This is an optimization exercise on Yosys and OpenROAD, whose aim is small area, a short achievable clock period and few clock cycles per item, not a production implementation.
RTL that was checked went through simulation tests only; none was proved equivalent to the original.
No activity file was given, so power comes from the tool's default toggle rates.

==> inputs of onyx <==
// CORDIC
module CORDIC (
    input clk,
    input rst,
    input input_ready,
    input [15:0] angle,
    output reg output_ready,
    output reg signed [15:0] cosine_out,
    output reg signed [15:0] sine_out
);
==> module CORDIC, before the edit <==
module CORDIC (
    input clk,
    input rst,
    input input_ready,
    input [15:0] angle,
    output reg output_ready,
    output reg signed [15:0] cosine_out,
    output reg signed [15:0] sine_out
);
    reg               busy;
    reg        [3:0]  cnt;    
    reg               d1;     
    reg               up;     
    reg signed [16:0] r;      
    wire in_d1 = (angle >= 16'd11520);
    wire in_d2 = in_d1 ? (angle >= 16'd18321) : (angle >= 16'd4719);
    reg signed [16:0] k;
    always @* begin
        k = 17'sd0;
        if (cnt == 4'd2) k = d1 ? (up ? -17'sd21914 : -17'sd14728)
                                : (up ? -17'sd8312 : -17'sd1126);
        if (cnt == 4'd3) k = up ? -17'sd1824 : 17'sd1824;
        if (cnt == 4'd4) k = up ? -17'sd915 : 17'sd915;
        if (cnt == 4'd5) k = up ? -17'sd458 : 17'sd458;
        if (cnt == 4'd6) k = up ? -17'sd205 : 17'sd205;
        if (cnt == 4'd7) k = up ? -17'sd115 : 17'sd115;
        if (cnt == 4'd8) k = up ? -17'sd57 : 17'sd57;
        if (cnt == 4'd9) k = up ? -17'sd29 : 17'sd29;
        if (cnt == 4'd10) k = up ? -17'sd14 : 17'sd14;
        if (cnt == 4'd11) k = up ? -17'sd7 : 17'sd7;
        if (cnt == 4'd12) k = up ? -17'sd4 : 17'sd4;
        if (cnt == 4'd13) k = up ? -17'sd2 : 17'sd2;
        if (cnt == 4'd14 || cnt == 4'd15) k = up ? -17'sd1 : 17'sd1;
    end
    wire signed [16:0] r_n = r + k;
    wire signed [15:0] c3 = d1 ? (up ? 16'sd2488 : 16'sd17410)
                               : (up ? 16'sd27360 : 16'sd32334);
    wire signed [15:0] s3 = d1 ? (up ? 16'sd32334 : 16'sd27360)
                               : (up ? 16'sd17410 : 16'sd2488);
    wire signed [15:0] ss = sine_out >>> cnt;
    wire signed [15:0] cs = cosine_out >>> cnt;
    wire signed [15:0] c_n = cosine_out + (ss ^ {16{up}}) + {15'd0, up};
    wire signed [15:0] s_n = sine_out + (cs ^ {16{~up}}) + {15'd0, ~up};
    always @(posedge clk) begin
        if (rst) begin
            busy <= 1'b0;
            output_ready <= 1'b0;
        end else if (busy) begin
            if (cnt == 4'd15) begin
                busy <= 1'b0;
                output_ready <= 1'b1;
            end
        end else if (input_ready) begin
            busy <= 1'b1;
            output_ready <= 1'b0;
        end
        if (busy) begin
            cnt <= cnt + 4'd1;
            r <= r_n;
            up <= ~r_n[16];
            cosine_out <= (cnt == 4'd2) ? c3 : c_n;
            sine_out <= (cnt == 4'd2) ? s3 : s_n;
        end else begin
            cnt <= 4'd2;
            r <= {1'b0, angle};
            d1 <= in_d1;
            up <= in_d2;
        end
    end
endmodule
export LEC_CHECK = 0
export ABC_AREA = 1
export CAP_MARGIN = 20
export CORE_MARGIN = 2
export CORE_UTILIZATION = 40
export SLEW_MARGIN = 20
create_clock -name core_clock -period 10.0 [get_ports {clk}]
standard.sh (not shown) runs the stock make flow with config.mk's settings and CLKGATE_MAP_FILE= SYNTH_SCRIPT=/design/flow/synth_recipe.tcl, a recipe that flattens the netlist after the stock synthesis.
==> flow/flow/run.sh <==
#!/bin/bash
# Standard layout with extra make settings for timing repair.
set -euo pipefail
bash standard.sh SETUP_SLACK_MARGIN=6 finish > make_finish.log 2>&1
==> indigo (differences from onyx) <==
==> flow/design.v (replaced) <==
module CORDIC (
    input clk,
    input rst,
    input input_ready,
    input [15:0] angle,
    output reg output_ready,
    output reg signed [15:0] cosine_out,
    output reg signed [15:0] sine_out
);
    reg               busy;
    reg        [3:0]  cnt;    
    reg               up;     
    reg signed [15:0] r;      
    wire [15:0] a_c = (angle >= 16'd25546) ? 16'd25546 : angle;
    wire d1 = (angle >= 16'd11520);
    wire d2 = d1 ? (angle >= 16'd18321) : (angle >= 16'd4719);
    wire d1_held = ~cosine_out[14];
    reg signed [15:0] k;
    always @* begin
        k = 16'sd0;
        if (cnt == 4'd2) k = d1_held ? (up ? -16'sd21914 : -16'sd14728)
                                     : (up ? -16'sd8312 : -16'sd1126);
        if (cnt == 4'd3) k = up ? -16'sd1824 : 16'sd1824;
        if (cnt == 4'd4) k = up ? -16'sd915 : 16'sd915;
        if (cnt == 4'd5) k = up ? -16'sd458 : 16'sd458;
        if (cnt == 4'd6) k = up ? -16'sd205 : 16'sd205;
        if (cnt == 4'd7) k = up ? -16'sd115 : 16'sd115;
        if (cnt == 4'd8) k = up ? -16'sd57 : 16'sd57;
        if (cnt == 4'd9) k = up ? -16'sd29 : 16'sd29;
        if (cnt == 4'd10) k = up ? -16'sd14 : 16'sd14;
        if (cnt == 4'd11) k = up ? -16'sd7 : 16'sd7;
        if (cnt == 4'd12) k = up ? -16'sd4 : 16'sd4;
        if (cnt == 4'd13) k = up ? -16'sd2 : 16'sd2;
        if (cnt == 4'd14 || cnt == 4'd15) k = up ? -16'sd1 : 16'sd1;
    end
    wire signed [15:0] r_n = r + k;
    wire signed [15:0] ss = sine_out >>> cnt;
    wire signed [15:0] cs = cosine_out >>> cnt;
    wire signed [15:0] c_n = cosine_out + (ss ^ {16{up}}) + {15'd0, up};
    wire signed [15:0] s_n = sine_out + (cs ^ {16{~up}}) + {15'd0, ~up};
    always @(posedge clk) begin
        if (rst) begin
            busy <= 1'b0;
            output_ready <= 1'b0;
        end else if (input_ready) begin
            busy <= 1'b1;
            output_ready <= 1'b0;
        end else if (busy && cnt == 4'd15) begin
            busy <= 1'b0;
            output_ready <= 1'b1;
        end
        if (input_ready) begin
            cnt <= 4'd2;
            cosine_out <= d1 ? 16'sd9949 : 16'sd29847;    
            sine_out <= d1 ? 16'sd29847 : 16'sd9949;
            r <= a_c;
            up <= d2;
        end else if (busy) begin
            cnt <= cnt + 4'd1;
            cosine_out <= c_n;
            sine_out <= s_n;
            r <= r_n;
            up <= ~r_n[15];
        end
    end
endmodule
==> flow/flow/run.sh (replaced) <==
#!/bin/bash
set -euo pipefail
bash standard.sh SETUP_SLACK_MARGIN=7 finish > make_finish.log 2>&1
==> sierra (differences from onyx) <==
==> flow/design.v (replaced) <==
module CORDIC (
    input clk,
    input rst,
    input input_ready,
    input [15:0] angle,
    output reg output_ready,
    output reg signed [15:0] cosine_out,
    output reg signed [15:0] sine_out
);
    reg               busy;
    reg        [3:0]  cnt;    
    reg               up;     
    reg signed [15:0] r;      
    wire [15:0] a_c = (angle >= 16'd25546) ? 16'd25546 : angle;
    reg signed [15:0] k;
    always @* begin
        k = 16'sd0;
        if (cnt == 4'd1) k = up ? -16'sd18321 : -16'sd4719;
        if (cnt == 4'd2) k = up ? -16'sd3593 : 16'sd3593;
        if (cnt == 4'd3) k = up ? -16'sd1824 : 16'sd1824;
        if (cnt == 4'd4) k = up ? -16'sd915 : 16'sd915;
        if (cnt == 4'd5) k = up ? -16'sd458 : 16'sd458;
        if (cnt == 4'd6) k = up ? -16'sd205 : 16'sd205;
        if (cnt == 4'd7) k = up ? -16'sd115 : 16'sd115;
        if (cnt == 4'd8) k = up ? -16'sd57 : 16'sd57;
        if (cnt == 4'd9) k = up ? -16'sd29 : 16'sd29;
        if (cnt == 4'd10) k = up ? -16'sd14 : 16'sd14;
        if (cnt == 4'd11) k = up ? -16'sd7 : 16'sd7;
        if (cnt == 4'd12) k = up ? -16'sd4 : 16'sd4;
        if (cnt == 4'd13) k = up ? -16'sd2 : 16'sd2;
        if (cnt == 4'd14 || cnt == 4'd15) k = up ? -16'sd1 : 16'sd1;
    end
    wire signed [15:0] r_n = r + k;
    wire signed [15:0] ss = sine_out >>> cnt;
    wire signed [15:0] cs = cosine_out >>> cnt;
    wire signed [15:0] c_n = cosine_out + (ss ^ {16{up}}) + {15'd0, up};
    wire signed [15:0] s_n = sine_out + (cs ^ {16{~up}}) + {15'd0, ~up};
    always @(posedge clk) begin
        if (rst) begin
            busy <= 1'b0;
            output_ready <= 1'b0;
        end else if (input_ready) begin
            busy <= 1'b1;
            output_ready <= 1'b0;
        end else if (busy && cnt == 4'd15) begin
            busy <= 1'b0;
            output_ready <= 1'b1;
        end
        if (input_ready) begin
            cnt <= 4'd1;
            cosine_out <= 16'sd19898;    
            sine_out <= 16'sd19898;
            r <= a_c;
            up <= (angle >= 16'd11520);
        end else if (busy) begin
            cnt <= cnt + 4'd1;
            cosine_out <= c_n;
            sine_out <= s_n;
            r <= r_n;
            up <= ~r_n[15];
        end
    end
endmodule
==> flow/run.sh (new file) <==
#!/bin/bash
# synth_recipe.tcl (not shown) runs the flow's synth.tcl, then flattens the netlist and writes it again
# the make line also repeats each setting of config.mk as NAME=value (left out here)
make -C /OpenROAD-flow-scripts/flow DESIGN_CONFIG=/design/flow/config.mk WORK_HOME=/design/flow/orfs CLKGATE_MAP_FILE= SYNTH_SCRIPT=/design/flow/synth_recipe.tcl finish
removed: flow/flow/run.sh
removed: flow/standard.sh
==> notes.md <==
The highest non-clock buffer count belongs to indigo, the lowest to sierra.
Register-to-register slack, lowest first: sierra, onyx, indigo.
Die area: sierra is lower than indigo (3.3%).
In indigo the flip-flop and latch count is lower than in onyx, by 2.
In onyx the maximum frequency is higher than in sierra, by about 50%.
Design area, highest first: indigo, onyx, sierra.
Sequential power, lowest first: onyx, sierra, indigo.
Against sierra, the worst setup slack of indigo is better by 2.1 ns.
In sierra the critical path depth is higher than in onyx, by 1.
==> figures <==
|  | onyx | indigo | sierra |
|---|---|---|---|
| Status | no timing/DRC/antenna violations | no timing/DRC/antenna violations | no timing/DRC/antenna violations |
| Clock buf/inv share | 3.71% | 1.29% | 2.08% |
| Power density cells | 266 nW/um^2 | 393 nW/um^2 | 346 nW/um^2 |
| Met3 track utilization from global routing | 3.41% | 7.15% | 3.30% |
| Clock network latency to the later pin of the worst-skew pair | 0.35 ns | 0.32 ns | 0.31 ns |
| Core area | 16,400 sq um | 15,900 sq um | 15,300 sq um |
| Clock network power share | 15.1% | 4.5% | 7.9% |
| Syn nets | 1,081 | 1,056 | 1,085 |
| Pin count of the biggest net entering global routing | 50 | 30 | 36 |
| Leakage | 3.65 nW | 4.94 nW | 3.35 nW |
| Tapcells inserted | 220 | 216 | 211 |
| Global-route wire length before repair | 33,600 um | 40,700 um | 31,700 um |
| Number of synthesized flops with an enable pin | 33 | 49 | 17 |
| Count of clock tree sinks | 57 | 55 | 55 |
| Detail-routed net length per standard cell | 16.4 um | 20.2 um | 15.5 um |
| Number of vias after detailed routing | 6,871 | 8,475 | 6,900 |
| Number of vias per cell after detailed routing | 5.40 | 5.94 | 5.49 |
| Total power draw | 2.07 mW | 4.32 mW | 2.46 mW |
| Worst vdd rail ir drop | 0.110 mV | 0.299 mV | 0.209 mV |
| Levels on crit path | 21 | 21 | 22 |
Testbench counts of sierra, summed over its fixed seeds: cycles 38,400, items 2,400.
For onyx and indigo, only the layout was checked, not whether the RTL still works.

[port drivers added, routing unchanged]
Ports are ideal in the flow. The routed layouts listed here were re-timed in OpenROAD.
Step 1: set_driving_cell puts a clkbuf_16 on clk and a buf_2 on each other input, an assumption about the parent block.
Step 2, shift: input delay + t, output delay - t, t = (earliest + latest rising clock arrival at the registers) / 2. This alone moves slack from input paths to output paths.
Three values: no drivers, after step 1, after step 2; two values: the first two.
| run | t (ns) | slack for setup (ns) | latest minus earliest clock arrival (ns) | worst register clock-pin slew, ns | worst data-port slew with drivers (ns) |
|---|---|---|---|---|---|
| onyx | 0.391 | 6.311 / 6.311 / 6.311 | 0.010 / 0.011 | 0.06 / 0.06 | 0.03 |
| indigo | 0.354 | 6.554 / 6.554 / 6.408 | 0.013 / 0.014 | 0.08 / 0.08 | 0.04 |
| sierra | 0.354 | 4.485 / 4.485 / 4.485 | 0.010 / 0.009 | 0.09 / 0.09 | 0.03 |
After both steps every run listed still meets setup and hold. For indigo, which loses most, drivers alone change the setup slack by 0.000 ns; drivers and shift together by -0.146 ns.
